This design comes from an exercise in tuning for small area, a short achievable clock period and few clock cycles on the open sky130 flow, not from production work.
Function was checked by simulation only, so behaviour that the tests miss may differ from the original.
Power is estimated from default activity; no workload was simulated.

==> flow/design.v, too long to show whole: its modules and the start of the top module <==
// module FullAdd: 10 lines
// module HalfAdd: 9 lines
// module MacTree: 2711 lines
// module Dense: 171 lines
module Dense #(parameter
    IN_COUNT = 1600,
    OUT_COUNT = 10,
    DATA_SIZE = 32,
    WEIGHT_ADR_WIDTH = 14,
    BIAS_ADR_WIDTH = 4,
    IN_ADR_WIDTH = 11,
    OUT_ADR_WIDTH = 4
) (
    clk,
    rst,
    weightAdr,
    weightData,
    biasAdr,
    biasData,
    axisif_start,
    axisif_done,
    axisif_bufferIn_adr,
    axisif_bufferIn_data,
    axisif_bufferOut_adr,
    axisif_bufferOut_data,
    axisif_bufferOut_wr
);
  // ...
==> flow/run.sh <==
#!/bin/bash
# synth_recipe.tcl (not shown) runs the flow's synth.tcl, then flattens the netlist and writes it again
# the make line also repeats each setting of config.mk as NAME=value (left out here)
make -C /OpenROAD-flow-scripts/flow DESIGN_CONFIG=/design/flow/config.mk WORK_HOME=/design/flow/orfs CLKGATE_MAP_FILE= SYNTH_SCRIPT=/design/flow/synth_recipe.tcl finish
==> flow/config.mk <==
export PLATFORM = sky130hd
export DESIGN_NAME = Dense
export DESIGN_NICKNAME = Dense
export VERILOG_FILES = /design/flow/design.v
export SDC_FILE = /design/flow/constraint.sdc
export NUM_CORES = 8
export LEC_CHECK = 0
export CAP_MARGIN = 20
export CORE_MARGIN = 2
export CORE_UTILIZATION = 40
export SLEW_MARGIN = 20
export SYNTH_HIERARCHICAL = 1
==> flow/constraint.sdc <==
create_clock -name core_clock -period 22.0 [get_ports {clk}]
set_input_delay 4.4000 -clock core_clock [delete_from_list [all_inputs] [get_ports {clk}]]
set_output_delay 4.4000 -clock core_clock [all_outputs]
set_load 0.01 [all_outputs]
==> out/summary.log, run 1 <==
qor: outcome.result_of_the_run timing/DRC/antenna clean
qor: worst_setup_path.critical_path.top_delay_family adder cells
qor: cts.cts_hold_repair.buffers 0
qor: logic_synthesis.ys_seq_elements 328
qor: floorplanning.taps 1,070
qor: worst_setup_path.rrSetupSlack 15.34 ns
qor: grt.antenna_found_initial 0
qor: grt.grt_overflow_total 0
qor: logic_synthesis.synth.largest_area_cell sky130_fd_sc_hd__fa_1
qor: grt.groute.layer.met3.usage 6.202%
qor: route.drt_drc_violations_left 0
qor: final_layout.sh_seq_area 20.04%
qor: final_layout.biggestCellCategory multi-input gates
qor: sta.final.setup_skew 0.02431 ns
qor: power_and_ir_drop.maxPowerGroup combinational logic
qor: logic_synthesis.post_synth_and_or_nand_nor_area_fraction 6.247%
qor: power_and_ir_drop.seqPwrFrac 16.1%
qor: logic_synthesis.synth_seq_area_share 22.01%
qor: worst_setup_path.timing.rr.start wr1[1]$_DFF_P_
qor: power_and_ir_drop.power_report.internal_total 0.003319 W
qor: final_layout.num-nets-final 3,800
qor: sta.hold_violations 0
qor: hold_path.timing.hold.worst.class register to register
qor: logic_synthesis.synth_warnings 7
qor: cts.tritoncts yes
qor: sta.fmax 150.2 MHz
qor: hold_path.worstHoldEndpoint r3[1]$_DFF_P_
qor: logic_synthesis.yosysMostFrequentCell sky130_fd_sc_hd__xnor2_1
qor: route.drt_wl_total 102.2 mm
qor: route.drtAntennaViolNets 0
qor: worst_setup_path.cpMostUsedCell sky130_fd_sc_hd__fa_1
qor: cts.cts-resized-gates 0
qor: final_layout.buf_share 6.354%
qor: grt.busiest_layer met2
qor: power_and_ir_drop.powerComb 0.00455 W
qor: final_layout.antenna-diode-count 0
qor: final_layout.fill_cells 7,774
qor: worst_setup_path.cp.depth 18
qor: cts.buffer_type_at_the_clock_tree_root sky130_fd_sc_hd__clkbuf_16
Testbench counts, summed over its fixed seeds: cycles 328,620.
==> module Dense, before the edit <==
module Dense #(parameter
    IN_COUNT = 1600,
    OUT_COUNT = 10,
    DATA_SIZE = 32,
    WEIGHT_ADR_WIDTH = 14,
    BIAS_ADR_WIDTH = 4,
    IN_ADR_WIDTH = 11,
    OUT_ADR_WIDTH = 4
) (
    clk,
    rst,
    weightAdr,
    weightData,
    biasAdr,
    biasData,
    axisif_start,
    axisif_done,
    axisif_bufferIn_adr,
    axisif_bufferIn_data,
    axisif_bufferOut_adr,
    axisif_bufferOut_data,
    axisif_bufferOut_wr
);
    input clk, rst;
    output  [WEIGHT_ADR_WIDTH-1:0]              weightAdr;
    input   [DATA_SIZE-1:0]                     weightData;
    output  [BIAS_ADR_WIDTH-1:0]                biasAdr;
    input   [DATA_SIZE-1:0]                     biasData;
    input                                   axisif_start;
    output                                  axisif_done;
    output      [IN_ADR_WIDTH-1:0]          axisif_bufferIn_adr;
    input       [DATA_SIZE-1:0]             axisif_bufferIn_data;
    output      [OUT_ADR_WIDTH-1:0]         axisif_bufferOut_adr;
    output      [DATA_SIZE-1:0]             axisif_bufferOut_data;
    output                                  axisif_bufferOut_wr;
    localparam PH_IDLE = 2'd0, PH_BIAS = 2'd1, PH_RUN = 2'd2;
    reg [1:0]  ph;
    reg [2:0]  bcnt;      
    reg        pass;      
    reg [10:0] s;         
    reg [13:0] sbase;     
    reg        sdone;     
    reg        hold2;     
    reg [2:0]  cnt;       
    reg [2:0]  sl;        
    reg [13:0] wa;        
    reg        aB, aC, aW;
    reg        bB, bC;
    reg [3:0]  adrB, adrC, adrW;
    reg        done_r;
    reg [31:0] x1, wr1;
    reg [31:0] r0, r1, r2, r3;
    reg [31:0] hs_r, hc_r;
    reg        cin_r;
    wire nz = |axisif_bufferIn_data;
    wire busy = (ph != PH_IDLE);
    wire free = (cnt[2:1] == 2'b00);              
    wire gate = (ph == PH_RUN) | ((ph == PH_BIAS) & (bcnt == 3'd1));
    wire dec = busy & ~sdone & ~hold2 & nz & free & gate;
    wire adv = busy & ~sdone & (hold2 | ~nz);
    wire last_in = (s == IN_COUNT - 1);
    wire pass_end = (ph == PH_RUN) & sdone & free;
    wire [2:0] sl_n = (sl == 3'd4) ? 3'd0 : sl + 3'd1;
    wire aA = busy;
    wire aA_n = (ph == PH_IDLE) ? axisif_start : ~(pass_end & pass);
    wire bA = (ph == PH_BIAS);
    wire [3:0] adrA = pass ? {1'b0, sl} + 4'd5 : {1'b0, sl};
    always @(posedge clk or posedge rst) begin
        if (rst) begin
            ph <= PH_IDLE;
            bcnt <= 3'd0;
            pass <= 1'b0;
            s <= 11'd0;
            sbase <= 14'd0;
            sdone <= 1'b0;
            hold2 <= 1'b0;
            cnt <= 3'd0;
            sl <= 3'd0;
            wa <= 14'd0;
            aB <= 1'b0;
            aC <= 1'b0;
            aW <= 1'b0;
            bB <= 1'b0;
            bC <= 1'b0;
            adrB <= 4'd0;
            adrC <= 4'd0;
            adrW <= 4'd0;
            done_r <= 1'b1;
        end else begin
            sl <= sl_n;
            aB <= aA;
            aC <= aB;
            aW <= aC;
            bB <= bA;
            bC <= bB;
            adrB <= adrA;
            adrC <= adrB;
            adrW <= adrC;
            done_r <= ~(aA_n | aA | aB | aC);
            hold2 <= dec;
            if (dec)
                wa <= sbase + {11'd0, sl_n};
            else if (sl_n == 3'd0)
                wa <= wa - 14'd4;
            else
                wa <= wa + 14'd1;
            if (dec)
                cnt <= 3'd5;
            else if (cnt != 3'd0)
                cnt <= cnt - 3'd1;
            if (adv) begin
                if (last_in)
                    sdone <= 1'b1;
                else begin
                    s <= s + 11'd1;
                    sbase <= sbase + 14'd10;
                end
            end
            case (ph)
                PH_IDLE: if (axisif_start) begin
                    ph <= PH_BIAS;
                    bcnt <= 3'd5;
                    pass <= 1'b0;
                    s <= 11'd0;
                    sbase <= 14'd0;
                    sdone <= 1'b0;
                end
                PH_BIAS: begin
                    bcnt <= bcnt - 3'd1;
                    if (bcnt == 3'd1)
                        ph <= PH_RUN;
                end
                default: if (pass_end) begin
                    if (pass) begin
                        ph <= PH_IDLE;
                    end else begin
                        ph <= PH_BIAS;
                        bcnt <= 3'd5;
                        pass <= 1'b1;
                        s <= 11'd0;
                        sbase <= 14'd5;
                        sdone <= 1'b0;
                    end
                end
            endcase
        end
    end
    wire [31:0] hs, hc;
    wire cin;
    MacTree tree (.x(x1), .w(wr1), .acc(r3), .hs(hs), .hc(hc), .cin(cin));
    wire [32:0] sum = {hs_r, 1'b1} + {hc_r, cin_r};
    always @(posedge clk) begin
        wr1 <= weightData & {32{cnt != 3'd0}};
        if (hold2)
            x1 <= axisif_bufferIn_data;
        hs_r <= hs;
        hc_r <= hc;
        cin_r <= cin;
        r0 <= bC ? biasData : sum[32:1];
        r1 <= r0;
        r2 <= r1;
        r3 <= r2;
    end
    assign weightAdr = wa;
    assign biasAdr = adrC;
    assign axisif_bufferIn_adr = s;
    assign axisif_bufferOut_adr = adrW;
    assign axisif_bufferOut_data = r0;
    assign axisif_bufferOut_wr = aW;
    assign axisif_done = done_r;
endmodule
==> run 2, diff against run 1 <==
--- a/flow/design.v
+++ b/flow/design.v
@@ -16,18 +16,18 @@
 );
     assign s = a ^ b;
     assign co = a & b;
 endmodule
 module MacTree (
     input  [31:0] x,
     input  [31:0] w,
     input  [31:0] acc,
-    output [31:0] hs,
-    output [31:0] hc,
+    output [41:0] hs,
+    output [41:0] hc,
     output        cin
 );
 wire bo0;
 wire bt0;
 wire bn0;
 wire bo1;
 wire bt1;
 wire bn1;
@@ -2716,22 +2716,22 @@
 assign k1535 = acc[29] | p494;
 FullAdd us1536 (.a(p525), .b(s1534), .c(k1529), .s(s1536), .co(k1537));
 HalfAdd us1538 (.a(k1531), .b(s1536), .s(s1538), .co(k1539));
 FullAdd us1540 (.a(acc[30]), .b(p495), .c(p526), .s(s1540), .co(k1541));
 FullAdd us1542 (.a(k1535), .b(s1540), .c(k1537), .s(s1542), .co(k1543));
 assign s1544 = ~(acc[31] ^ p527);
 assign k1545 = acc[31] | p527;
 HalfAdd us1546 (.a(s1544), .b(k1541), .s(s1546), .co(k1547));
-wire [29:0] lowa = {k919, s916, k865, k839, k815, k791, k769, k747, k727, k707, s704, k671, k655, k639, k625, k611, s608, k587, k577, s574, s564, k551, s548, s542, s536, s532, k529, p34, p2, bn0};
-wire [29:0] lowb = {s946, s918, s890, s864, s838, s814, s790, s768, s746, s726, s706, s688, s670, s654, s638, s624, s610, s598, s586, s576, s566, s558, s550, s544, s538, s534, s530, s528, 1'b0, p1};
-wire [30:0] lows = {1'b0, lowa} + {1'b0, lowb};
-assign cin = lows[30];
-assign hs = {s1546, k1539, s1538, k1527, s1526, k1511, s1510, k1491, s1490, k1467, s1466, k1439, s1438, k1407, s1406, k1371, s1370, k1331, s1330, k1287, s1286, k1239, s1238, k1187, s1186, k1131, s1130, k1071, k1039, k1007, s1006, k947};
-assign hc = {k1543, s1542, k1533, s1532, k1519, s1518, k1501, s1500, k1479, s1478, k1453, s1452, k1423, s1422, k1389, s1388, k1351, s1350, k1309, s1308, k1263, s1262, k1213, s1212, k1159, s1158, k1101, s1100, s1070, s1038, k977, s976};
+wire [19:0] lowa = {s704, k671, k655, k639, k625, k611, s608, k587, k577, s574, s564, k551, s548, s542, s536, s532, k529, p34, p2, bn0};
+wire [19:0] lowb = {s706, s688, s670, s654, s638, s624, s610, s598, s586, s576, s566, s558, s550, s544, s538, s534, s530, s528, 1'b0, p1};
+wire [20:0] lows = {1'b0, lowa} + {1'b0, lowb};
+assign cin = lows[20];
+assign hs = {s1546, k1539, s1538, k1527, s1526, k1511, s1510, k1491, s1490, k1467, s1466, k1439, s1438, k1407, s1406, k1371, s1370, k1331, s1330, k1287, s1286, k1239, s1238, k1187, s1186, k1131, s1130, k1071, k1039, k1007, s1006, k947, k919, s916, k865, k839, k815, k791, k769, k747, k727, k707};
+assign hc = {k1543, s1542, k1533, s1532, k1519, s1518, k1501, s1500, k1479, s1478, k1453, s1452, k1423, s1422, k1389, s1388, k1351, s1350, k1309, s1308, k1263, s1262, k1213, s1212, k1159, s1158, k1101, s1100, s1070, s1038, k977, s976, s946, s918, s890, s864, s838, s814, s790, s768, s746, s726};
 endmodule
 module Dense #(parameter
     IN_COUNT = 1600,
     OUT_COUNT = 10,
     DATA_SIZE = 32,
     WEIGHT_ADR_WIDTH = 14,
     BIAS_ADR_WIDTH = 4,
     IN_ADR_WIDTH = 11,
@@ -2775,17 +2775,18 @@
     reg [2:0]  sl;        
     reg [13:0] wa;        
     reg        aB, aC, aW;
     reg        bB, bC;
     reg [3:0]  adrB, adrC, adrW;
     reg        done_r;
     reg [31:0] x1, wr1;
     reg [31:0] r0, r1, r2, r3;
-    reg [31:0] hs_r, hc_r;
+    localparam CW = 42;   
+    reg [CW-1:0] hs_r, hc_r;
     reg        cin_r;
     wire nz = |axisif_bufferIn_data;
     wire busy = (ph != PH_IDLE);
     wire free = (cnt[2:1] == 2'b00);              
     wire gate = (ph == PH_RUN) | ((ph == PH_BIAS) & (bcnt == 3'd1));
     wire dec = busy & ~sdone & ~hold2 & nz & free & gate;
     wire adv = busy & ~sdone & (hold2 | ~nz);
     wire last_in = (s == IN_COUNT - 1);
@@ -2793,105 +2794,87 @@
     wire [2:0] sl_n = (sl == 3'd4) ? 3'd0 : sl + 3'd1;
     wire aA = busy;
     wire aA_n = (ph == PH_IDLE) ? axisif_start : ~(pass_end & pass);
     wire bA = (ph == PH_BIAS);
     wire [3:0] adrA = pass ? {1'b0, sl} + 4'd5 : {1'b0, sl};
     always @(posedge clk or posedge rst) begin
         if (rst) begin
             ph <= PH_IDLE;
-            bcnt <= 3'd0;
-            pass <= 1'b0;
-            s <= 11'd0;
-            sbase <= 14'd0;
-            sdone <= 1'b0;
             hold2 <= 1'b0;
             cnt <= 3'd0;
             sl <= 3'd0;
-            wa <= 14'd0;
             aB <= 1'b0;
             aC <= 1'b0;
             aW <= 1'b0;
-            bB <= 1'b0;
-            bC <= 1'b0;
-            adrB <= 4'd0;
-            adrC <= 4'd0;
-            adrW <= 4'd0;
             done_r <= 1'b1;
         end else begin
             sl <= sl_n;
             aB <= aA;
             aC <= aB;
             aW <= aC;
-            bB <= bA;
-            bC <= bB;
-            adrB <= adrA;
-            adrC <= adrB;
-            adrW <= adrC;
             done_r <= ~(aA_n | aA | aB | aC);
             hold2 <= dec;
             if (dec)
-                wa <= sbase + {11'd0, sl_n};
-            else if (sl_n == 3'd0)
-                wa <= wa - 14'd4;
-            else
-                wa <= wa + 14'd1;
-            if (dec)
                 cnt <= 3'd5;
             else if (cnt != 3'd0)
                 cnt <= cnt - 3'd1;
+            case (ph)
+                PH_IDLE: if (axisif_start)
+                    ph <= PH_BIAS;
+                PH_BIAS: if (bcnt == 3'd1)
+                    ph <= PH_RUN;
+                default: if (pass_end)
+                    ph <= pass ? PH_IDLE : PH_BIAS;
+            endcase
+        end
+    end
+    wire restart = ((ph == PH_IDLE) & axisif_start) | (pass_end & ~pass);
+    always @(posedge clk) begin
+        bB <= bA;
+        bC <= bB;
+        adrB <= adrA;
+        adrC <= adrB;
+        adrW <= adrC;
+        if (dec)
+            wa <= sbase + {11'd0, sl_n};
+        else if (sl_n == 3'd0)
+            wa <= wa - 14'd4;
+        else
+            wa <= wa + 14'd1;
+        if (restart) begin
+            bcnt <= 3'd5;
+            pass <= (ph != PH_IDLE);
+            s <= 11'd0;
+            sbase <= (ph != PH_IDLE) ? 14'd5 : 14'd0;
+            sdone <= 1'b0;
+        end else begin
+            bcnt <= bcnt - 3'd1;
             if (adv) begin
                 if (last_in)
                     sdone <= 1'b1;
                 else begin
                     s <= s + 11'd1;
                     sbase <= sbase + 14'd10;
                 end
             end
-            case (ph)
-                PH_IDLE: if (axisif_start) begin
-                    ph <= PH_BIAS;
-                    bcnt <= 3'd5;
-                    pass <= 1'b0;
-                    s <= 11'd0;
-                    sbase <= 14'd0;
-                    sdone <= 1'b0;
-                end
-                PH_BIAS: begin
-                    bcnt <= bcnt - 3'd1;
-                    if (bcnt == 3'd1)
-                        ph <= PH_RUN;
-                end
-                default: if (pass_end) begin
-                    if (pass) begin
-                        ph <= PH_IDLE;
-                    end else begin
-                        ph <= PH_BIAS;
-                        bcnt <= 3'd5;
-                        pass <= 1'b1;
-                        s <= 11'd0;
-                        sbase <= 14'd5;
-                        sdone <= 1'b0;
-                    end
-                end
-            endcase
         end
     end
-    wire [31:0] hs, hc;
+    wire [CW-1:0] hs, hc;
     wire cin;
     MacTree tree (.x(x1), .w(wr1), .acc(r3), .hs(hs), .hc(hc), .cin(cin));
-    wire [32:0] sum = {hs_r, 1'b1} + {hc_r, cin_r};
+    wire [CW:0] sum = {hs_r, 1'b1} + {hc_r, cin_r};
     always @(posedge clk) begin
         wr1 <= weightData & {32{cnt != 3'd0}};
         if (hold2)
             x1 <= axisif_bufferIn_data;
         hs_r <= hs;
         hc_r <= hc;
         cin_r <= cin;
-        r0 <= bC ? biasData : sum[32:1];
+        r0 <= bC ? biasData : sum[CW:CW-31];
         r1 <= r0;
         r2 <= r1;
         r3 <= r2;
     end
     assign weightAdr = wa;
     assign biasAdr = adrC;
     assign axisif_bufferIn_adr = s;
     assign axisif_bufferOut_adr = adrW;
==> flow/flow/run.sh (new file) <==
#!/bin/bash
# Own layout flow: the standard ORFS flow (standard.sh), with timing repair
# aiming for a larger setup slack than the default, so that the repair steps
# size up and buffer the critical paths. The clock period and constraints are
# the standard flow's, unchanged. make's full output goes to flow_make.log; every ORFS step
# also writes its own log under orfs/logs/.
set -euo pipefail
bash standard.sh SETUP_SLACK_MARGIN=16.5 finish > flow_make.log 2>&1
==> flow/standard.sh (new file) <==
#!/bin/bash
# synth_recipe.tcl (not shown) runs the flow's synth.tcl, then flattens the netlist and writes it again
# the make line also repeats each setting of config.mk as NAME=value (left out here)
make -C /OpenROAD-flow-scripts/flow DESIGN_CONFIG=/design/flow/config.mk WORK_HOME=/design/flow/orfs CLKGATE_MAP_FILE= SYNTH_SCRIPT=/design/flow/synth_recipe.tcl "${@:-finish}"
removed: flow/run.sh
==> out/summary.log, run 2 <==
qor: outcome.result_of_the_run timing/DRC/antenna clean
qor: worst_setup_path.timing.rr.start wr1[11]$_DFF_P_
qor: floorplanning.dieHeight 291.8 um
qor: route.drtAntennaViolNets 0 [unchanged]
qor: logic_synthesis.synth-edff-count 49
qor: power_and_ir_drop.max-vdd-ir-drop 137.0 uV
qor: cts.number_of_cts_inserted_buffers 39
qor: worst_setup_path.cp-end-kind register
qor: power_and_ir_drop.total_power 0.005563 W
qor: logic_synthesis.netlist.area_leader.share 27.25%
qor: sta.fmax 173.6 MHz [+16%]
qor: worst_setup_path.slowest_delay 0.50 ns
qor: cts.buffer_type_at_the_clock_tree_root sky130_fd_sc_hd__clkbuf_16
qor: cts.clock_tree.buffer_depth 3
qor: sta.setup_tns 0 ns
qor: sta.timing.final.crit_share 26.18%
qor: logic_synthesis.syn-mean-instance-area 10.43 um2
qor: power_and_ir_drop.powerDensity 151.1 mW/mm2
qor: route.initialDrtViolationCount 2,675
qor: logic_synthesis.synthArstFlopShare 3.736%
qor: cts.tritoncts yes
qor: hold_path.whs_path_depth 0
qor: final_layout.multi_input_comb_area 0.02376 mm2
qor: hold_path.holdCritStartpoint r1[22]$_DFF_P_
qor: hold_path.worstHoldEndpoint r2[22]$_DFF_P_
qor: logic_synthesis.ys_seq_elements 348 [+6.1%]
qor: worst_setup_path.timing.critical_path.buf_inv 2
qor: logic_synthesis.synth_flop_cell sky130_fd_sc_hd__dfxtp_1
qor: logic_synthesis.yosys.area_share.adder 32.80%
qor: route.drt_wl_total 106.1 mm [+3.8%]
qor: logic_synthesis.number_of_cells_produced_by_synthesis 3,178
qor: cts.cts_hold_repair.buffers 0 [unchanged]
qor: logic_synthesis.post_synth_and_or_nand_nor_area_fraction 6.090% [-0.16 points]
qor: floorplanning.rows 105
qor: logic_synthesis.synth_warnings 7 [unchanged]
qor: cts.cts_max_level 2
qor: sta.rsz0062_at_grt yes
qor: floorplanning.die_x 291.8 um
qor: worst_setup_path.startpoint_type primary input
qor: final_layout.fill_cells 7,658 [-1.5%]
qor: sta.final_period_minus_worst_setup_slack 5.759 ns
qor: sta.hold_violations 0 [unchanged]
qor: logic_synthesis.synth_seq_area_share 22.70% [+0.69 points]
qor: final_layout.area_grow_syn2layout 11.06%
qor: sta.slew-limit-headroom 32.04%
qor: route.first_pass_iters 6
qor: logic_synthesis.cell_area_after_technology_mapping 0.03314 mm2
qor: worst_setup_path.crit_chain buf_8, nor4_4, nand4_1, o21bai_4, nand4_1, buf_6, or3_4, a21oi_2
qor: final_layout.final_layout_size_suffix_gt1_share 12.51%
qor: route.wl_per_cell 25.03 um
qor: grt.largest_net_degree_at_the_start_of_global_routing 66
qor: route.vias 25,160
qor: floorplanning.coreArea 0.08211 mm2
qor: logic_synthesis.synth_top_cells_by_count sky130_fd_sc_hd__xnor2_1 (542), sky130_fd_sc_hd__a22oi_1 (467), sky130_fd_sc_hd__fa_1 (451), sky130_fd_sc_hd__dfxtp_1 (286), sky130_fd_sc_hd__clkbuf_1 (222)
qor: logic_synthesis.synth.largest_area_cell sky130_fd_sc_hd__fa_1
qor: sta.final_setup_fails 0
qor: logic_synthesis.share_of_the_synthesized_area_in_compound_gates_ao_oa_aoi_oai 15.95%
qor: placement.finalWeightedCongestion 0.8826
qor: logic_synthesis.post_synth_xor_area_fraction 15.49%
qor: worst_setup_path.worst-endpoint-arrival 6.26 ns
qor: cts.clock_sinks 348
qor: logic_synthesis.ys_top_cells_by_area sky130_fd_sc_hd__fa_1 (27%), sky130_fd_sc_hd__dfxtp_1 (17%), sky130_fd_sc_hd__xnor2_1 (14%), sky130_fd_sc_hd__a22oi_1 (11%), sky130_fd_sc_hd__ha_1 (5.6%)
qor: worst_setup_path.rrSetupSlack 16.67 ns [+1.33 ns]
qor: cts.clk_latency 0.58 ns
qor: flow_run.timing.max_cap.violations 0
qor: logic_synthesis.synth.mux.area_fraction 0.2832%
qor: grt.grt_overflow_total 0 [unchanged]
qor: worst_setup_path.worst_reg_to_reg_path_cell_count 10
qor: route.drt_drc_violations_left 0 [unchanged]
qor: sta.tightestPinTransition 1.019 ns
qor: sta.final.setup_skew 0.01836 ns [-0.005957 ns]
qor: grt.vias_in_the_first_global_route 25,740
qor: final_layout.layout.cells.most_common sky130_fd_sc_hd__xnor2_1
qor: final_layout.num-nets-final 3,833 [+0.87%]
qor: final_layout.largestRegisters hc_r x42, hs_r x42
qor: placement.place.detailed.hpwl 67.04 mm
qor: final_layout.layout.area.seq 0.007625 mm2
qor: floorplanning.initial_core_util 40.36%
qor: grt.grt_first_pass_wirelength 160.7 mm
qor: worst_setup_path.timing_worst_setup_path_type primary input to register
qor: worst_setup_path.crit_path_top_delay_cell sky130_fd_sc_hd__nor4_4
qor: logic_synthesis.synth_top_family_by_area adder cells
qor: worst_setup_path.critical_path_peak_fanout 7
qor: worst_setup_path.r2r-end hc_r[14]$_DFF_P_
qor: hold_path.timing.hold.worst.class register to register
qor: worst_setup_path.cp.depth 8 [-10]
qor: logic_synthesis.synth_fp_nets 3,875
qor: grt.grt.total_usage 24.66%
qor: worst_setup_path.critical_path.top_delay_family simple AND/OR/NAND/NOR gates
qor: cts.clkSlewWorstSetupHoldPaths 0.06 ns
qor: sta.finalMaxSlewViolations 0
qor: power_and_ir_drop.leak_pwr 13.74 nW
qor: logic_synthesis.yosysMostFrequentCell sky130_fd_sc_hd__xnor2_1
qor: worst_setup_path.data_required_time_at_the_worst_endpoint 22.50 ns
qor: worst_setup_path.critPathLaunch axisif_bufferIn_data[4]
qor: route.viasPerCell 5.939
qor: placement.number_of_buffer_cells_added_on_primary_ports 165
qor: logic_synthesis.netlist-cell-type-count 78
qor: floorplanning.number_of_top_level_pins 166
qor: final_layout.layout_common_cells sky130_fd_sc_hd__xnor2_1 (542), sky130_fd_sc_hd__a22oi_1 (467), sky130_fd_sc_hd__fa_1 (451)
qor: grt.antenna_found_initial 5 [+5]
qor: floorplanning.floorplan.die_area 0.08516 mm2
qor: worst_setup_path.cpMostUsedCell sky130_fd_sc_hd__nand4_1
run 2: changes by cell type in the layout (fill, tap and decap cells not counted), moves of 18 or more:
cell / before / now
sky130_fd_sc_hd__dfrtp_1: 69 / 12
sky130_fd_sc_hd__dfxtp_2: 2 / 30
sky130_fd_sc_hd__buf_2: 0 / 60
sky130_fd_sc_hd__buf_6: 0 / 28
sky130_fd_sc_hd__o21ai_0: 86 / 58
sky130_fd_sc_hd__clkdlybuf4s50_1: 165 / 66
sky130_fd_sc_hd__nor2_1: 71 / 52
sky130_fd_sc_hd__nor2b_1: 41 / 14
sky130_fd_sc_hd__buf_4: 86 / 104
sky130_fd_sc_hd__and2_1: 5 / 39
run 2: report_power, final:
part	total, W	switching, W	leakage, nW	internal [W]
Sequential	0.00106	0.0000827	3.02	0.000979
Combinational	0.00383	0.00208	10.1	0.00175
Clock	0.000667	0.000278	0.649	0.000390
Total	0.00556	0.00244	13.7	0.00312
run 2: cells by family (layout without fill, tap and decap cells):
kind of cell	Yosys count	in the layout
AO/OA/AOI/OAI	767	767
buffers and inverters	486	473
multiplexers	9	9
XOR/XNOR	586	586
other	0	1
AND/OR/NAND/NOR	384	385
adder cells (fa/ha/maj)	598	598
flip-flops	348	348
run 2: worst max-delay path by stage:
stage               slack (ns)                 end
detailed placement       14.60     wa[0]$_DFFE_PP_
floorplan                16.21     wa[1]$_DFFE_PP_
finish                   16.24   s[6]$_SDFFE_PP0P_
CTS                      16.27   s[6]$_SDFFE_PP0P_
global placement         14.64     wa[0]$_DFFE_PP_
global route             16.19  s[10]$_SDFFE_PP0P_
run 2: per-layer routing:
layer | global-route usage (%) | vias to the layer above | wire [um]
li1 | - | 10700 | -
met5 | 0 | - | 50
met4 | 10.91 | 8 | 5068
met1 | 32.05 | 12500 | 41620
met3 | 7.680 | 358 | 12150
met2 | 37.73 | 1595 | 47170
run 2: what timing repair did:
item | in CTS | in global routing
cloned | 1 | 0
setup buffers | 31 | 7
resized for setup | 448 | 42
hold endpoints to repair | 0 | 0
endpoints found under the setup margin | 133 | 64
pin swaps | 27 | 12
run 2: modules after synthesis, one instance, submodules excluded:
module   flops+latches  cell area, um2
Dense              348           11910
MacTree              0           11670
FullAdd              0           20.02
HalfAdd              0           12.51
run 2: per-stage QoR:
| stage | area (um2) | utilization (%) | setup slack [ns] | hold slack (ns) | cells |
|---|---|---|---|---|---|
| 2_1_floorplan | 33220 | - | 16.21 | 0.3096 | 3178 |
| 6_report | 36800 | 44.82 | 16.24 | 0.3202 | 4237 |
| 3_5_place_dp | 35140 | 42.80 | 14.60 | 0.3120 | 4126 |
| 5_1_grt | 36800 | 44.82 | 16.19 | 0.3271 | 4236 |
| 4_1_cts | 36640 | 44.62 | 16.27 | 0.3202 | 4229 |
| 3_3_place_gp | 35140 | 42.80 | 14.64 | 0.3099 | 4126 |
run 2: cell type report:
type	count	area share (%)
antenna	1	0.006799
clock buffer	51	2.968
sequential	348	20.72
multi-input combinational	2345	64.55
tap	1070	3.638
inverter	119	1.251
timing repair buffer	283	6.255
clock inverter	20	0.6153
Testbench counts of run 2, summed over its fixed seeds: cycles 328,620.
==> run 3, diff against run 2 <==
--- a/flow/design.v
+++ b/flow/design.v
@@ -1,3 +1,14 @@
+module Mux2 #(parameter SIZE = 32) (
+    data0,
+    data1,
+    sel,
+    out
+);
+    input [SIZE-1:0] data0, data1;
+    input sel;
+    output wire [SIZE-1:0] out;
+    assign out = sel ? data1 : data0;
+endmodule
 module FullAdd (
     input  a,
     input  b,
@@ -17,6 +28,401 @@
     assign s = a ^ b;
     assign co = a & b;
 endmodule
+module CarryAdd (
+    input  [41:0] a,
+    input  [41:0] b,
+    input         ci,
+    output [41:0] s
+);
+wire G1;
+wire G10;
+wire G11;
+wire G12;
+wire G13;
+wire G14;
+wire G15;
+wire G16;
+wire G17;
+wire G18;
+wire G19;
+wire G2;
+wire G20;
+wire G21;
+wire G22;
+wire G23;
+wire G24;
+wire G25;
+wire G26;
+wire G27;
+wire G28;
+wire G29;
+wire G3;
+wire G30;
+wire G31;
+wire G32;
+wire G33;
+wire G34;
+wire G35;
+wire G36;
+wire G37;
+wire G38;
+wire G39;
+wire G4;
+wire G40;
+wire G41;
+wire G42;
+wire G43;
+wire G44;
+wire G45;
+wire G46;
+wire G47;
+wire G48;
+wire G49;
+wire G5;
+wire G50;
+wire G51;
+wire G52;
+wire G53;
+wire G54;
+wire G55;
+wire G56;
+wire G57;
+wire G58;
+wire G59;
+wire G6;
+wire G60;
+wire G61;
+wire G62;
+wire G63;
+wire G64;
+wire G65;
+wire G66;
+wire G67;
+wire G68;
+wire G69;
+wire G7;
+wire G70;
+wire G71;
+wire G72;
+wire G73;
+wire G74;
+wire G75;
+wire G76;
+wire G8;
+wire G9;
+wire P10;
+wire P11;
+wire P12;
+wire P13;
+wire P14;
+wire P15;
+wire P16;
+wire P17;
+wire P18;
+wire P19;
+wire P2;
+wire P20;
+wire P21;
+wire P23;
+wire P24;
+wire P25;
+wire P26;
+wire P27;
+wire P28;
+wire P29;
+wire P3;
+wire P30;
+wire P31;
+wire P33;
+wire P34;
+wire P35;
+wire P36;
+wire P38;
+wire P4;
+wire P5;
+wire P6;
+wire P7;
+wire P8;
+wire P9;
+wire g0;
+wire g1;
+wire g10;
+wire g11;
+wire g12;
+wire g13;
+wire g14;
+wire g15;
+wire g16;
+wire g17;
+wire g18;
+wire g19;
+wire g2;
+wire g20;
+wire g21;
+wire g22;
+wire g23;
+wire g24;
+wire g25;
+wire g26;
+wire g27;
+wire g28;
+wire g29;
+wire g3;
+wire g30;
+wire g31;
+wire g32;
+wire g33;
+wire g34;
+wire g35;
+wire g36;
+wire g37;
+wire g38;
+wire g39;
+wire g4;
+wire g40;
+wire g41;
+wire g5;
+wire g6;
+wire g7;
+wire g8;
+wire g9;
+wire p0;
+wire p1;
+wire p10;
+wire p11;
+wire p12;
+wire p13;
+wire p14;
+wire p15;
+wire p16;
+wire p17;
+wire p18;
+wire p19;
+wire p2;
+wire p20;
+wire p21;
+wire p22;
+wire p23;
+wire p24;
+wire p25;
+wire p26;
+wire p27;
+wire p28;
+wire p29;
+wire p3;
+wire p30;
+wire p31;
+wire p32;
+wire p33;
+wire p34;
+wire p35;
+wire p36;
+wire p37;
+wire p38;
+wire p39;
+wire p4;
+wire p40;
+wire p41;
+wire p5;
+wire p6;
+wire p7;
+wire p8;
+wire p9;
+HalfAdd h0 (.a(a[0]), .b(b[0]), .s(p0), .co(g0));
+HalfAdd h1 (.a(a[1]), .b(b[1]), .s(p1), .co(g1));
+HalfAdd h2 (.a(a[2]), .b(b[2]), .s(p2), .co(g2));
+HalfAdd h3 (.a(a[3]), .b(b[3]), .s(p3), .co(g3));
+HalfAdd h4 (.a(a[4]), .b(b[4]), .s(p4), .co(g4));
+HalfAdd h5 (.a(a[5]), .b(b[5]), .s(p5), .co(g5));
+HalfAdd h6 (.a(a[6]), .b(b[6]), .s(p6), .co(g6));
+HalfAdd h7 (.a(a[7]), .b(b[7]), .s(p7), .co(g7));
+HalfAdd h8 (.a(a[8]), .b(b[8]), .s(p8), .co(g8));
+HalfAdd h9 (.a(a[9]), .b(b[9]), .s(p9), .co(g9));
+HalfAdd h10 (.a(a[10]), .b(b[10]), .s(p10), .co(g10));
+HalfAdd h11 (.a(a[11]), .b(b[11]), .s(p11), .co(g11));
+HalfAdd h12 (.a(a[12]), .b(b[12]), .s(p12), .co(g12));
+HalfAdd h13 (.a(a[13]), .b(b[13]), .s(p13), .co(g13));
+HalfAdd h14 (.a(a[14]), .b(b[14]), .s(p14), .co(g14));
+HalfAdd h15 (.a(a[15]), .b(b[15]), .s(p15), .co(g15));
+HalfAdd h16 (.a(a[16]), .b(b[16]), .s(p16), .co(g16));
+HalfAdd h17 (.a(a[17]), .b(b[17]), .s(p17), .co(g17));
+HalfAdd h18 (.a(a[18]), .b(b[18]), .s(p18), .co(g18));
+HalfAdd h19 (.a(a[19]), .b(b[19]), .s(p19), .co(g19));
+HalfAdd h20 (.a(a[20]), .b(b[20]), .s(p20), .co(g20));
+HalfAdd h21 (.a(a[21]), .b(b[21]), .s(p21), .co(g21));
+HalfAdd h22 (.a(a[22]), .b(b[22]), .s(p22), .co(g22));
+HalfAdd h23 (.a(a[23]), .b(b[23]), .s(p23), .co(g23));
+HalfAdd h24 (.a(a[24]), .b(b[24]), .s(p24), .co(g24));
+HalfAdd h25 (.a(a[25]), .b(b[25]), .s(p25), .co(g25));
+HalfAdd h26 (.a(a[26]), .b(b[26]), .s(p26), .co(g26));
+HalfAdd h27 (.a(a[27]), .b(b[27]), .s(p27), .co(g27));
+HalfAdd h28 (.a(a[28]), .b(b[28]), .s(p28), .co(g28));
+HalfAdd h29 (.a(a[29]), .b(b[29]), .s(p29), .co(g29));
+HalfAdd h30 (.a(a[30]), .b(b[30]), .s(p30), .co(g30));
+HalfAdd h31 (.a(a[31]), .b(b[31]), .s(p31), .co(g31));
+HalfAdd h32 (.a(a[32]), .b(b[32]), .s(p32), .co(g32));
+HalfAdd h33 (.a(a[33]), .b(b[33]), .s(p33), .co(g33));
+HalfAdd h34 (.a(a[34]), .b(b[34]), .s(p34), .co(g34));
+HalfAdd h35 (.a(a[35]), .b(b[35]), .s(p35), .co(g35));
+HalfAdd h36 (.a(a[36]), .b(b[36]), .s(p36), .co(g36));
+HalfAdd h37 (.a(a[37]), .b(b[37]), .s(p37), .co(g37));
+HalfAdd h38 (.a(a[38]), .b(b[38]), .s(p38), .co(g38));
+HalfAdd h39 (.a(a[39]), .b(b[39]), .s(p39), .co(g39));
+HalfAdd h40 (.a(a[40]), .b(b[40]), .s(p40), .co(g40));
+HalfAdd h41 (.a(a[41]), .b(b[41]), .s(p41), .co(g41));
+assign G1 = g0 | (p0 & ci);
+assign G2 = g2 | (p2 & g1);
+assign P2 = p2 & p1;
+assign G3 = g4 | (p4 & g3);
+assign P3 = p4 & p3;
+assign G4 = g6 | (p6 & g5);
+assign P4 = p6 & p5;
+assign G5 = g8 | (p8 & g7);
+assign P5 = p8 & p7;
+assign G6 = g10 | (p10 & g9);
+assign P6 = p10 & p9;
+assign G7 = g12 | (p12 & g11);
+assign P7 = p12 & p11;
+assign G8 = g14 | (p14 & g13);
+assign P8 = p14 & p13;
+assign G9 = g16 | (p16 & g15);
+assign P9 = p16 & p15;
+assign G10 = g18 | (p18 & g17);
+assign P10 = p18 & p17;
+assign G11 = g20 | (p20 & g19);
+assign P11 = p20 & p19;
+assign G12 = g22 | (p22 & g21);
+assign P12 = p22 & p21;
+assign G13 = g24 | (p24 & g23);
+assign P13 = p24 & p23;
+assign G14 = g26 | (p26 & g25);
+assign P14 = p26 & p25;
+assign G15 = g28 | (p28 & g27);
+assign P15 = p28 & p27;
+assign G16 = g30 | (p30 & g29);
+assign P16 = p30 & p29;
+assign G17 = g32 | (p32 & g31);
+assign P17 = p32 & p31;
+assign G18 = g34 | (p34 & g33);
+assign P18 = p34 & p33;
+assign G19 = g36 | (p36 & g35);
+assign P19 = p36 & p35;
+assign G20 = g38 | (p38 & g37);
+assign P20 = p38 & p37;
+assign G21 = g40 | (p40 & g39);
+assign P21 = p40 & p39;
+assign G22 = G2 | (P2 & G1);
+assign G23 = G4 | (P4 & G3);
+assign P23 = P4 & P3;
+assign G24 = G6 | (P6 & G5);
+assign P24 = P6 & P5;
+assign G25 = G8 | (P8 & G7);
+assign P25 = P8 & P7;
+assign G26 = G10 | (P10 & G9);
+assign P26 = P10 & P9;
+assign G27 = G12 | (P12 & G11);
+assign P27 = P12 & P11;
+assign G28 = G14 | (P14 & G13);
+assign P28 = P14 & P13;
+assign G29 = G16 | (P16 & G15);
+assign P29 = P16 & P15;
+assign G30 = G18 | (P18 & G17);
+assign P30 = P18 & P17;
+assign G31 = G20 | (P20 & G19);
+assign P31 = P20 & P19;
+assign G32 = G23 | (P23 & G22);
+assign G33 = G25 | (P25 & G24);
+assign P33 = P25 & P24;
+assign G34 = G27 | (P27 & G26);
+assign P34 = P27 & P26;
+assign G35 = G29 | (P29 & G28);
+assign P35 = P29 & P28;
+assign G36 = G31 | (P31 & G30);
+assign P36 = P31 & P30;
+assign G37 = G33 | (P33 & G32);
+assign G38 = G35 | (P35 & G34);
+assign P38 = P35 & P34;
+assign G39 = G38 | (P38 & G37);
+assign G40 = G34 | (P34 & G37);
+assign G41 = G36 | (P36 & G39);
+assign G42 = G24 | (P24 & G32);
+assign G43 = G26 | (P26 & G37);
+assign G44 = G28 | (P28 & G40);
+assign G45 = G30 | (P30 & G39);
+assign G46 = G3 | (P3 & G22);
+assign G47 = G5 | (P5 & G32);
+assign G48 = G7 | (P7 & G42);
+assign G49 = G9 | (P9 & G37);
+assign G50 = G11 | (P11 & G43);
+assign G51 = G13 | (P13 & G40);
+assign G52 = G15 | (P15 & G44);
+assign G53 = G17 | (P17 & G39);
+assign G54 = G19 | (P19 & G45);
+assign G55 = G21 | (P21 & G41);
+assign G56 = g1 | (p1 & G1);
+assign G57 = g3 | (p3 & G22);
+assign G58 = g5 | (p5 & G46);
+assign G59 = g7 | (p7 & G32);
+assign G60 = g9 | (p9 & G47);
+assign G61 = g11 | (p11 & G42);
+assign G62 = g13 | (p13 & G48);
+assign G63 = g15 | (p15 & G37);
+assign G64 = g17 | (p17 & G49);
+assign G65 = g19 | (p19 & G43);
+assign G66 = g21 | (p21 & G50);
+assign G67 = g23 | (p23 & G40);
+assign G68 = g25 | (p25 & G51);
+assign G69 = g27 | (p27 & G44);
+assign G70 = g29 | (p29 & G52);
+assign G71 = g31 | (p31 & G39);
+assign G72 = g33 | (p33 & G53);
+assign G73 = g35 | (p35 & G45);
+assign G74 = g37 | (p37 & G54);
+assign G75 = g39 | (p39 & G41);
+assign G76 = g41 | (p41 & G55);
+assign s[0] = p0 ^ ci;
+assign s[1] = p1 ^ G1;
+assign s[2] = p2 ^ G56;
+assign s[3] = p3 ^ G22;
+assign s[4] = p4 ^ G57;
+assign s[5] = p5 ^ G46;
+assign s[6] = p6 ^ G58;
+assign s[7] = p7 ^ G32;
+assign s[8] = p8 ^ G59;
+assign s[9] = p9 ^ G47;
+assign s[10] = p10 ^ G60;
+assign s[11] = p11 ^ G42;
+assign s[12] = p12 ^ G61;
+assign s[13] = p13 ^ G48;
+assign s[14] = p14 ^ G62;
+assign s[15] = p15 ^ G37;
+assign s[16] = p16 ^ G63;
+assign s[17] = p17 ^ G49;
+assign s[18] = p18 ^ G64;
+assign s[19] = p19 ^ G43;
+assign s[20] = p20 ^ G65;
+assign s[21] = p21 ^ G50;
+assign s[22] = p22 ^ G66;
+assign s[23] = p23 ^ G40;
+assign s[24] = p24 ^ G67;
+assign s[25] = p25 ^ G51;
+assign s[26] = p26 ^ G68;
+assign s[27] = p27 ^ G44;
+assign s[28] = p28 ^ G69;
+assign s[29] = p29 ^ G52;
+assign s[30] = p30 ^ G70;
+assign s[31] = p31 ^ G39;
+assign s[32] = p32 ^ G71;
+assign s[33] = p33 ^ G53;
+assign s[34] = p34 ^ G72;
+assign s[35] = p35 ^ G45;
+assign s[36] = p36 ^ G73;
+assign s[37] = p37 ^ G54;
+assign s[38] = p38 ^ G74;
+assign s[39] = p39 ^ G41;
+assign s[40] = p40 ^ G75;
+assign s[41] = p41 ^ G55;
+endmodule
 module MacTree (
     input  [31:0] x,
     input  [31:0] w,
@@ -2765,10 +3171,8 @@
     output                                  axisif_bufferOut_wr;
     localparam PH_IDLE = 2'd0, PH_BIAS = 2'd1, PH_RUN = 2'd2;
     reg [1:0]  ph;
-    reg [2:0]  bcnt;      
     reg        pass;      
     reg [10:0] s;         
-    reg [13:0] sbase;     
     reg        sdone;     
     reg        hold2;     
     reg [2:0]  cnt;       
@@ -2784,84 +3188,74 @@
     reg [CW-1:0] hs_r, hc_r;
     reg        cin_r;
     wire nz = |axisif_bufferIn_data;
-    wire busy = (ph != PH_IDLE);
+    wire idle = (ph == PH_IDLE);
+    wire busy = ~idle;
     wire free = (cnt[2:1] == 2'b00);              
-    wire gate = (ph == PH_RUN) | ((ph == PH_BIAS) & (bcnt == 3'd1));
-    wire dec = busy & ~sdone & ~hold2 & nz & free & gate;
-    wire adv = busy & ~sdone & (hold2 | ~nz);
-    wire last_in = (s == IN_COUNT - 1);
     wire pass_end = (ph == PH_RUN) & sdone & free;
-    wire [2:0] sl_n = (sl == 3'd4) ? 3'd0 : sl + 3'd1;
+    wire init = idle | (pass_end & ~pass);        
+    wire canD = busy & ~sdone & ~hold2 & free;    
+    wire last_in = (s == IN_COUNT - 1);
+    wire [2:0] sl_n = sl[2] ? 3'd0 : sl + 3'd1;
+    wire [13:0] cand = {s, 3'b000} + {2'b00, s, 1'b0} + (pass ? 14'd5 : 14'd0) + {11'd0, sl_n};
+    wire [13:0] step = (sl_n == 3'd0) ? wa - 14'd4 : wa + 14'd1;
+    wire [2:0] cntdec = (cnt == 3'd0) ? 3'd0 : cnt - 3'd1;
     wire aA = busy;
-    wire aA_n = (ph == PH_IDLE) ? axisif_start : ~(pass_end & pass);
+    wire aA_n = idle ? axisif_start : ~(pass_end & pass);
     wire bA = (ph == PH_BIAS);
     wire [3:0] adrA = pass ? {1'b0, sl} + 4'd5 : {1'b0, sl};
+    wire scan = busy & ~sdone;
+    wire advn = scan & hold2;
+    wire [10:0] s_z = init ? 11'd0 : (scan & ~last_in) ? s + 11'd1 : s;
+    wire [10:0] s_n = init ? 11'd0 : (advn & ~last_in) ? s + 11'd1 : s;
+    wire sdone_z = ~init & (sdone | (scan & last_in));
+    wire sdone_n = ~init & (sdone | (advn & last_in));
+    wire [13:0] wa_n = canD ? cand : step;
+    wire [2:0] cnt_z = init ? 3'd5 : cntdec;
+    wire [2:0] cnt_n = (init | canD) ? 3'd5 : cntdec;
+    wire [29:0] nxt;
+    Mux2 #(30) late (
+        .data0({s_z, sdone_z, step, cnt_z, 1'b0}),
+        .data1({s_n, sdone_n, wa_n, cnt_n, canD}),
+        .sel(nz),
+        .out(nxt)
+    );
     always @(posedge clk or posedge rst) begin
         if (rst) begin
             ph <= PH_IDLE;
-            hold2 <= 1'b0;
-            cnt <= 3'd0;
-            sl <= 3'd0;
             aB <= 1'b0;
             aC <= 1'b0;
             aW <= 1'b0;
             done_r <= 1'b1;
         end else begin
-            sl <= sl_n;
             aB <= aA;
             aC <= aB;
             aW <= aC;
             done_r <= ~(aA_n | aA | aB | aC);
-            hold2 <= dec;
-            if (dec)
-                cnt <= 3'd5;
-            else if (cnt != 3'd0)
-                cnt <= cnt - 3'd1;
             case (ph)
                 PH_IDLE: if (axisif_start)
                     ph <= PH_BIAS;
-                PH_BIAS: if (bcnt == 3'd1)
+                PH_BIAS: if (cnt == 3'd1)
                     ph <= PH_RUN;
                 default: if (pass_end)
                     ph <= pass ? PH_IDLE : PH_BIAS;
             endcase
         end
     end
-    wire restart = ((ph == PH_IDLE) & axisif_start) | (pass_end & ~pass);
     always @(posedge clk) begin
+        sl <= sl_n;
         bB <= bA;
         bC <= bB;
         adrB <= adrA;
         adrC <= adrB;
         adrW <= adrC;
-        if (dec)
-            wa <= sbase + {11'd0, sl_n};
-        else if (sl_n == 3'd0)
-            wa <= wa - 14'd4;
-        else
-            wa <= wa + 14'd1;
-        if (restart) begin
-            bcnt <= 3'd5;
-            pass <= (ph != PH_IDLE);
-            s <= 11'd0;
-            sbase <= (ph != PH_IDLE) ? 14'd5 : 14'd0;
-            sdone <= 1'b0;
-        end else begin
-            bcnt <= bcnt - 3'd1;
-            if (adv) begin
-                if (last_in)
-                    sdone <= 1'b1;
-                else begin
-                    s <= s + 11'd1;
-                    sbase <= sbase + 14'd10;
-                end
-            end
-        end
+        pass <= ~idle & (pass | pass_end);
+        {s, sdone, wa, cnt, hold2} <= nxt;
     end
     wire [CW-1:0] hs, hc;
     wire cin;
     MacTree tree (.x(x1), .w(wr1), .acc(r3), .hs(hs), .hc(hc), .cin(cin));
-    wire [CW:0] sum = {hs_r, 1'b1} + {hc_r, cin_r};
+    wire [CW-1:0] sum;
+    CarryAdd cpa (.a(hs_r), .b(hc_r), .ci(cin_r), .s(sum));
     always @(posedge clk) begin
         wr1 <= weightData & {32{cnt != 3'd0}};
         if (hold2)
@@ -2869,7 +3263,7 @@
         hs_r <= hs;
         hc_r <= hc;
         cin_r <= cin;
-        r0 <= bC ? biasData : sum[CW:CW-31];
+        r0 <= bC ? biasData : sum[CW-1:CW-32];
         r1 <= r0;
         r2 <= r1;
         r3 <= r2;
==> out/summary.log, run 3 <==
qor: grt.grt_overflow_total 0 [unchanged]
qor: placement.place_ws 15.09 ns [+0.4883 ns]
qor: cts.clkSlewWorstSetupHoldPaths 0.06 ns [about the same]
qor: floorplanning.floorplan.die_area 0.08476 mm2 [-0.47%]
qor: sta.hold_violations 0 [unchanged]
qor: sta.fmax 179.0 MHz [+3.1%]
qor: worst_setup_path.r2r-end hc_r[14]$_DFF_P_
qor: power_and_ir_drop.switching_share 42.58% [-1.3 points]
qor: floorplanning.number_of_top_level_pins 166 [unchanged]
qor: sta.holdWs 0.3206 ns [+0.0003580 ns]
qor: worst_setup_path.data_required_time_at_the_worst_endpoint 17.60 ns [-4.90 ns]
qor: sta.final_setup_fails 0 [unchanged]
qor: worst_setup_path.cp-end-kind output port
qor: final_layout.area_grow_syn2layout 10.05%
qor: final_layout.layout.cells.most_common sky130_fd_sc_hd__xnor2_1
qor: floorplanning.die_x 291.1 um [-0.24%]
qor: logic_synthesis.cell_area_after_technology_mapping 0.03298 mm2 [-0.48%]
qor: power_and_ir_drop.power.combinational.fraction 68.9% [about the same]
qor: cts.number_of_cts_inserted_buffers 39 [unchanged]
qor: worst_setup_path.worst-endpoint-arrival 1.19 ns [-5.07 ns]
qor: grt.grt.total_usage 24.33% [-0.33 points]
qor: worst_setup_path.critPathLaunch done_r$_DFF_PP1_
qor: route.wl_per_cell 25.03 um [about the same]
qor: route.initialDrtViolationCount 2,351 [-12%]
qor: final_layout.fill_cells 7,714 [+0.73%]
qor: floorplanning.rows 105 [unchanged]
qor: worst_setup_path.termination_of_the_worst_setup_path axisif_done
qor: worst_setup_path.cp.depth 1 [-7]
qor: sta.setup_slack_after_layout 16.41 ns [+0.1738 ns]
qor: logic_synthesis.synth_warnings 7 [unchanged]
qor: route.first_pass_iters 6 [unchanged]
qor: placement.finalWeightedCongestion 0.8543 [-3.2%]
qor: placement.place_inst 4,044 [-2.0%]
qor: sta.tightestPinTransition 1.000 ns [-0.01929 ns]
qor: worst_setup_path.slowest_delay 0.52 ns [+0.02 ns]
qor: logic_synthesis.syn-mean-instance-area 10.67 um2 [+2.3%]
qor: worst_setup_path.timing_worst_setup_path_type register to output port
qor: grt.vias_in_the_first_global_route 25,180 [-2.2%]
qor: flow_run.timing.max_cap.violations 0 [unchanged]
qor: final_layout.layout.area.seq 0.007077 mm2 [-7.2%]
qor: worst_setup_path.critical_path_peak_fanout 1 [-6]
qor: sta.setup_tns 0 ns [unchanged]
qor: route.drt_wl_total 103.8 mm [-2.1%]
qor: floorplanning.dieHeight 291.1 um [-0.24%]
qor: logic_synthesis.synth_fp_nets 3,825 [-1.3%]
qor: power_and_ir_drop.p_switching 0.002319 W [-5.0%]
qor: worst_setup_path.crit_path_top_delay_cell sky130_fd_sc_hd__dfstp_2
qor: route.drtAntennaViolNets 0 [unchanged]
qor: grt.grt_first_pass_wirelength 157.5 mm [-2.0%]
qor: floorplanning.initial_core_util 40.30% [-0.063 points]
qor: sta.slew-limit-headroom 33.33% [+1.3 points]
qor: placement.place.detailed.hpwl 65.56 mm [-2.2%]
qor: final_layout.layout_common_cells sky130_fd_sc_hd__xnor2_1 (534), sky130_fd_sc_hd__a22oi_1 (465), sky130_fd_sc_hd__fa_1 (451)
qor: cts.clock_tree.buffer_depth 3 [unchanged]
qor: cts.buffer_type_at_the_clock_tree_root sky130_fd_sc_hd__clkbuf_16
qor: sta.final.setup_skew 0.01630 ns [-0.002051 ns]
qor: worst_setup_path.crit_chain buf_6
qor: grt.largest_net_degree_at_the_start_of_global_routing 66 [unchanged]
qor: worst_setup_path.timing.critical_path.buf_inv 1 [-1]
qor: sta.timing.final.crit_share 25.39% [-0.79 points]
qor: final_layout.num-nets-final 3,778 [-1.4%]
qor: final_layout.largestRegisters hc_r x42, hs_r x42
qor: floorplanning.coreArea 0.08185 mm2 [-0.32%]
qor: cts.tritoncts yes
qor: outcome.result_of_the_run timing/DRC/antenna clean
qor: route.vias 24,230 [-3.7%]
qor: cts.cts_hold_repair.buffers 0 [unchanged]
qor: power_and_ir_drop.seqPwrFrac 18.9% [-0.2 points]
qor: hold_path.whs_path_depth 0 [unchanged]
qor: final_layout.final_layout_size_suffix_gt1_share 13.83% [+1.3 points]
qor: power_and_ir_drop.max-vdd-ir-drop 116.6 uV [-15%]
qor: sta.rsz0062_at_grt yes
qor: route.viasPerCell 5.843 [-1.6%]
qor: worst_setup_path.rrSetupSlack 16.63 ns [-0.04 ns]
qor: sta.finalMaxSlewViolations 0 [unchanged]
qor: cts.clock_sinks 331 [-4.9%]
qor: worst_setup_path.startpoint_type register
qor: cts.clk_latency 0.58 ns [about the same]
qor: final_layout.post_layout_nonfiller_instances 4,147 [-2.1%]
qor: power_and_ir_drop.pwr-share-clk 12.2% [+0.2 points]
qor: cts.cts_max_level 2 [unchanged]
qor: power_and_ir_drop.leak_pwr 14.02 nW [+2.0%]
qor: route.drt_drc_violations_left 0 [unchanged]
qor: worst_setup_path.worst_reg_to_reg_path_cell_count 12 [+2]
qor: placement.number_of_buffer_cells_added_on_primary_ports 165 [unchanged]
qor: final_layout.multi_input_comb_area 0.02399 mm2 [+0.97%]
qor: worst_setup_path.timing.rr.start wr1[9]$_DFF_P_
qor: power_and_ir_drop.power_report.internal_total 0.003127 W [+0.16%]
qor: hold_path.timing.hold.worst.class register to register
qor: power_and_ir_drop.powerDensity 150.0 mW/mm2 [-0.74%]
qor: placement.placed_area 0.03493 mm2 [-0.59%]
qor: logic_synthesis.number_of_cells_produced_by_synthesis 3,091 [-2.7%]
qor: grt.antenna_found_initial 5 [unchanged]
qor: worst_setup_path.critical_path.top_delay_family flip-flops
qor: final_layout.stdcell_area 0.03629 mm2 [-1.4%]
qor: sta.final_period_minus_worst_setup_slack 5.585 ns [-0.1738 ns]
-- run 3: routing by layer --
metal | up-vias | global-route usage, % | part of all wire, %
met5 | - | 0 | 0.066
met4 | 10 | 9.465 | 3.9
met3 | 303 | 6.383 | 11
met2 | 1451 | 37.48 | 44
met1 | 12070 | 32.64 | 41
li1 | 10390 | - | -
-- run 3: worst min path at each step --
stage	from	endpoint	slack, ns
global route	adrB[1]$_DFF_P_	adrC[1]$_DFF_P_	0.33
detailed placement	bB$_DFF_P_	bC$_DFF_P_	0.31
CTS	adrB[1]$_DFF_P_	adrC[1]$_DFF_P_	0.31
global placement	r1[10]$_DFF_P_	r2[10]$_DFF_P_	0.31
finish	adrB[1]$_DFF_P_	adrC[1]$_DFF_P_	0.32
floorplan	adrB[0]$_DFF_P_	adrC[0]$_DFF_P_	0.31
-- run 3: area by class of cell --
type | instances | area share (%)
multi-input cells | 2285 | 66.09
flip-flops and latches | 331 | 19.50
repair buffers | 275 | 5.905
well taps | 1070 | 3.689
clock buffers | 55 | 3.106
inverters | 112 | 1.193
clock inverters | 16 | 0.4964
diodes | 3 | 0.02068
-- run 3: power groups by stage --
| stage | Combinational (W) | Sequential, W | Clock [W] |
|---|---|---|---|
| 6_report | 0.00375 | 0.00103 | 0.000662 |
| 5_1_grt | 0.00439 | 0.00105 | 0.000706 |
| 4_1_cts | 0.00382 | 0.00104 | 0.000680 |
| 3_5_place_dp | 0.00381 | 0.00105 | 0 |
| 2_1_floorplan | 0.00425 | 0.00104 | 0 |
| 3_3_place_gp | 0.00370 | 0.00105 | 0 |
-- run 3: metrics by stage --
stage | total power, W | util (%)
4_1_cts | 0.005537 | 44.31
5_1_grt | 0.006150 | 44.34
3_5_place_dp | 0.004858 | 42.68
2_1_floorplan | 0.005287 | -
3_3_place_gp | 0.004746 | 42.68
6_report | 0.005445 | 44.34
-- run 3: repair_timing --
action                                  CTS  global route
setup buffers                            25             1
gates resized for setup                 386            22
pin swaps                                12             6
gates cloned                              3             0
endpoints found under the hold margin     0             0
endpoints found under the setup margin  116            37
Testbench counts of run 3, summed over its fixed seeds: cycles 328,620.

## what the ideal ports hide
No port has a modelled driver above. Below, the same layouts with a new extraction and two added sets of constraints. Step 1: set_driving_cell puts a clkbuf_16 on clk and a buf_2 on each other input, an assumption about the parent block. Step 2, shift: input delay + t, output delay - t, t = (earliest + latest rising clock arrival at the registers) / 2. This alone moves slack from input paths to output paths. Slacks: ideal / step 1 / step 2; pairs: ideal / step 1.
run | shift t [ns] | setup slack, ns | worst hold slack (ns)
run 1 | 0.644 | 15.341 / 15.341 / 14.816 | 0.323 / 0.323 / 0.323
run 2 | 0.637 | 16.241 / 16.267 / 15.630 | 0.320 / 0.320 / 0.320
run 3 | 0.636 | 16.415 / 16.349 / 15.829 | 0.321 / 0.321 / 0.321
After both steps setup and hold are still met in every run listed. For run 2, which loses most, drivers alone change the setup slack by +0.026 ns; drivers and shift together by -0.611 ns.
